Source: an optimization exercise on an open RTL-to-GDS flow (aim: small area, a short achievable clock period and few clock cycles). Production flows keep margins and buffers that such runs may drop.
In this exercise RTL edits were held to simulation tests only and were not proved equivalent to the original.
Power and IR drop assume default switching activity.

== juniper ==
## fullyconnect_4
module fullyconnect_4(
	input logic 				  Clk, Reset, start,
	input logic signed [31:0] curdata,
	input logic signed [31:0] curweight,
	input logic signed [31:0] curbias,
	output logic 		 [13:0] data_addr,
	output logic 		 [13:0] weight_addr,
	output logic 		 [9:0]  bias_addr,
	output logic 		 [13:0] temp_addr,
	output logic signed[31:0] temp_data,
	output logic     			  temp_wren,
	output logic 				  ready
);
	logic        running;    
	logic [5:0]  step;       
	logic [5:0]  neuron;     
	logic [11:0] waddr;      
	logic        go, step_last, layer_last;
	assign data_addr   = {8'd0, step};
	assign weight_addr = {2'd0, waddr};
	assign bias_addr   = {4'd0, neuron};
	assign go = running;
	assign step_last  = (step == 6'd59);
	assign layer_last = step_last & (neuron == 6'd47);
	always_ff @(posedge Clk) begin
		if (Reset) begin
			running <= 1'b0;
			step    <= 6'd0;
			neuron  <= 6'd0;
			waddr   <= 12'd0;
		end else if (go) begin
			if (layer_last) begin
				running <= 1'b0;
				step    <= 6'd0;
				neuron  <= 6'd0;
				waddr   <= 12'd0;
			end else begin
				running <= 1'b1;
				step    <= step_last ? 6'd0 : step + 6'd1;
				neuron  <= neuron + {5'd0, step_last};
				waddr   <= waddr + 12'd1;
			end
		end else if (start) begin
			running <= 1'b1;
		end
	end
	logic v0, f0, l0, e0, v1, f1, l1, e1, wr, rdy, wr2, rdy2;
	always_ff @(posedge Clk) begin
		if (Reset) begin
			v0   <= 1'b0;
			v1   <= 1'b0;
			wr   <= 1'b0;
			rdy  <= 1'b0;
			wr2  <= 1'b0;
			rdy2 <= 1'b0;
		end else begin
			v0   <= go;
			v1   <= v0;
			wr   <= v1 & l1;
			rdy  <= v1 & l1 & e1;
  ...
For scale: roughly 3000 cells after synthesis, about 450 flip-flops, ~190 I/O pins, ~33000 um^2 of cells after synthesis.
==> flow/config.mk <==
export PLATFORM = sky130hd
export DESIGN_NAME = fullyconnect_4
export DESIGN_NICKNAME = fullyconnect_4
export VERILOG_FILES = /design/flow/design.v
export SDC_FILE = /design/flow/constraint.sdc
export NUM_CORES = 4
export LEC_CHECK = 0
export CAP_MARGIN = 20
export CORE_MARGIN = 2
export CORE_UTILIZATION = 40
export PLACE_DENSITY = 0.6
export SLEW_MARGIN = 20
==> flow/constraint.sdc <==
create_clock -name core_clock -period 10.0 [get_ports {Clk}]
set_input_delay 2.0000 -clock core_clock [delete_from_list [all_inputs] [get_ports {Clk}]]
set_output_delay 2.0000 -clock core_clock [all_outputs]
set_load 0.01 [all_outputs]
standard.sh (not shown) runs the stock make flow with config.mk's settings and CLKGATE_MAP_FILE= SYNTH_SCRIPT=/design/flow/synth_recipe.tcl, a recipe that flattens the netlist after the stock synthesis.
==> flow/flow/run.sh <==
#!/bin/bash
# Layout flow: the standard ORFS flow (standard.sh) with these changes:
#  - synthesis runs the standard script with yosys's early generic ABC pass
#    skipped (synth -noabc), so that extract_fa sees the adders as written;
#  - timing repair (floorplan, CTS, global route) aims for SETUP_MARGIN ns of
#    setup slack beyond the design's clock period;
#  - every port still gets a buffer, but a plain buffer cell (PORT_BUF) rather
#    than the delay cell buffer_ports picks by default; repair may upsize it.
# Every tool's output stays in ORFS's logs under orfs/logs; make's output is
# in standard.log.
set -euo pipefail
SETUP_MARGIN=7.0
PORT_BUF=sky130_fd_sc_hd__buf_1
sed 's/yosys synth -nofsm -noshare /yosys synth -nofsm -noshare -noabc /' synth_recipe.tcl > synth_recipe_noabc.tcl
grep -q -- '-noabc' synth_recipe_noabc.tcl
bash standard.sh SYNTH_SCRIPT=$PWD/synth_recipe_noabc.tcl SETUP_SLACK_MARGIN=$SETUP_MARGIN \
  "BUFFER_PORTS_ARGS=-buffer_cell $PORT_BUF" finish > standard.log 2>&1
juniper reached the end of the flow, and the finished layout is clean on the timing, DRC and antenna checks.
Testbench counts of juniper, summed over its fixed seeds: cycles 69,240.
What lagoon does differently from juniper at the input level:
diff --git a/flow/flow/run.sh b/flow/flow/run.sh
--- a/flow/flow/run.sh
+++ b/flow/flow/run.sh
@@ -11,3 +11,3 @@
 set -euo pipefail
-SETUP_MARGIN=7.0
+SETUP_MARGIN=7.3
 PORT_BUF=sky130_fd_sc_hd__buf_1
Findings:
Between juniper and lagoon, cell area power density is higher for juniper, lagoon comes in under that.
From lagoon to juniper, post-synthesis share of cell area spent on and, or, nand and nor gates did not move at all.
lagoon vs juniper, maximum vdd drop went down by about 1.3%.
The run showing the smaller first-pass GRT wire length is juniper.
Least setup slack across all paths after layout down 0.016 ns in lagoon wrt juniper
Compared with juniper, in lagoon combinational share of power picked up an extra 1.5 points, share of the clock period used by the worst path after layout moved up, design area now larger, number of buffers outside the clock class in the layout higher.
Sort juniper and lagoon by fraction of layout instances using a drive strength above 1 desc -> top: lagoon
juniper -> lagoon: synthesized-area fraction occupied by xor and xnor cells delta 0, exact match
Edits applied to the flow inputs when going from lagoon to harbor:
diff --git a/flow/flow/run.sh b/flow/flow/run.sh
--- a/flow/flow/run.sh
+++ b/flow/flow/run.sh
@@ -7,3 +7,4 @@
 #  - every port still gets a buffer, but a plain buffer cell (PORT_BUF) rather
-#    than the delay cell buffer_ports picks by default; repair may upsize it.
+#    than the delay cell buffer_ports picks by default; repair may upsize it;
+#  - clock tree synthesis runs with ORFS's arguments plus CTS_EXTRA.
 # Every tool's output stays in ORFS's logs under orfs/logs; make's output is
@@ -11,4 +12,5 @@
 set -euo pipefail
-SETUP_MARGIN=7.3
+SETUP_MARGIN=7.0
 PORT_BUF=sky130_fd_sc_hd__buf_1
+CTS_EXTRA="-dont_use_dummy_load -buf_list {sky130_fd_sc_hd__clkbuf_4 sky130_fd_sc_hd__clkbuf_8} -sink_clustering_size 20"
 sed 's/yosys synth -nofsm -noshare /yosys synth -nofsm -noshare -noabc /' synth_recipe.tcl > synth_recipe_noabc.tcl
@@ -16,2 +18,4 @@
 bash standard.sh SYNTH_SCRIPT=$PWD/synth_recipe_noabc.tcl SETUP_SLACK_MARGIN=$SETUP_MARGIN \
-  "BUFFER_PORTS_ARGS=-buffer_cell $PORT_BUF" finish > standard.log 2>&1
+  "BUFFER_PORTS_ARGS=-buffer_cell $PORT_BUF" \
+  "CTS_ARGS=-sink_clustering_enable -repair_clock_nets $CTS_EXTRA" \
+  finish > standard.log 2>&1
## What came out
Diff harbor and lagoon: part of the total power dissipated in the clock network higher in lagoon
Setup skew after layout deteriorates in harbor relative to lagoon.
Compared with lagoon, in harbor non-clock buffer area fraction after layout down 7.1 points; power per standard cell area flat; reg2reg setup slack down 0.22 ns; switching portion of total power up 1.5 points.
### harbor -> nickel
diff --git a/flow/flow/run.sh b/flow/flow/run.sh
--- a/flow/flow/run.sh
+++ b/flow/flow/run.sh
@@ -14,3 +14,3 @@
 PORT_BUF=sky130_fd_sc_hd__buf_1
-CTS_EXTRA="-dont_use_dummy_load -buf_list {sky130_fd_sc_hd__clkbuf_4 sky130_fd_sc_hd__clkbuf_8} -sink_clustering_size 20"
+CTS_EXTRA="-dont_use_dummy_load"
 sed 's/yosys synth -nofsm -noshare /yosys synth -nofsm -noshare -noabc /' synth_recipe.tcl > synth_recipe_noabc.tcl
Results
- nickel finished every stage and its layout cleared the timing, DRC and antenna checks.
- Status: length of routed met2 wiring parity (nickel, harbor)
- Final critical-path share of the clock period ends up higher on harbor.
- Sort nickel and harbor by layout-stage area growth over the synthesis result asc -> top: harbor
- Total design power: nickel and harbor compared, lower one is harbor
- From harbor to nickel the numbers moved as follows: wire length decreased by about 0.4% relative to the old numbers, share of the final layout cell area in sequential cells decreased by 0.15 points relative to the old numbers.
- Re relative contribution of combinational cells to total power: nickel is 1.2 points down on harbor.
- nickel ends up with lower time the final worst path needs with I/O delays and setup than harbor does.
- There was hardly any difference in tightest hold margin between nickel and harbor.

[separate check: timing with driven ports]
Ports are ideal in the flow. The routed layouts listed here were re-timed in OpenROAD. Step 1 (the two cells are an assumption about what drives the block):
set clk [get_ports {Clk}]
set_driving_cell -lib_cell sky130_fd_sc_hd__clkbuf_16 $clk
set_driving_cell -lib_cell sky130_fd_sc_hd__buf_2 [delete_from_list [all_inputs] $clk]
Step 2 moves the port delays by t, midway between the first and last clock arrival at a register: inputs arrive t later, outputs are due t later. That takes back most of the time a late clock gives input paths. Three values: ideal, step 1, step 2; two values: the first two.
run	t, ns	setup WS [ns]	latest minus earliest clock arrival (ns)	worst register clock-pin slew, ns	worst data-port slew with drivers (ns)
juniper	0.674	6.916 / 6.846 / 6.734	0.030 / 0.030	0.07 / 0.07	0.08
lagoon	0.690	6.900 / 6.833 / 7.021	0.029 / 0.030	0.06 / 0.06	0.10
harbor	0.703	6.854 / 6.787 / 6.749	0.086 / 0.086	0.06 / 0.06	0.07
nickel	0.658	6.937 / 6.867 / 6.713	0.048 / 0.048	0.07 / 0.07	0.08
After both steps every run listed still meets setup and hold. The setup slack of nickel, which loses most, moves by -0.070 ns with the drivers and by -0.224 ns with both steps.
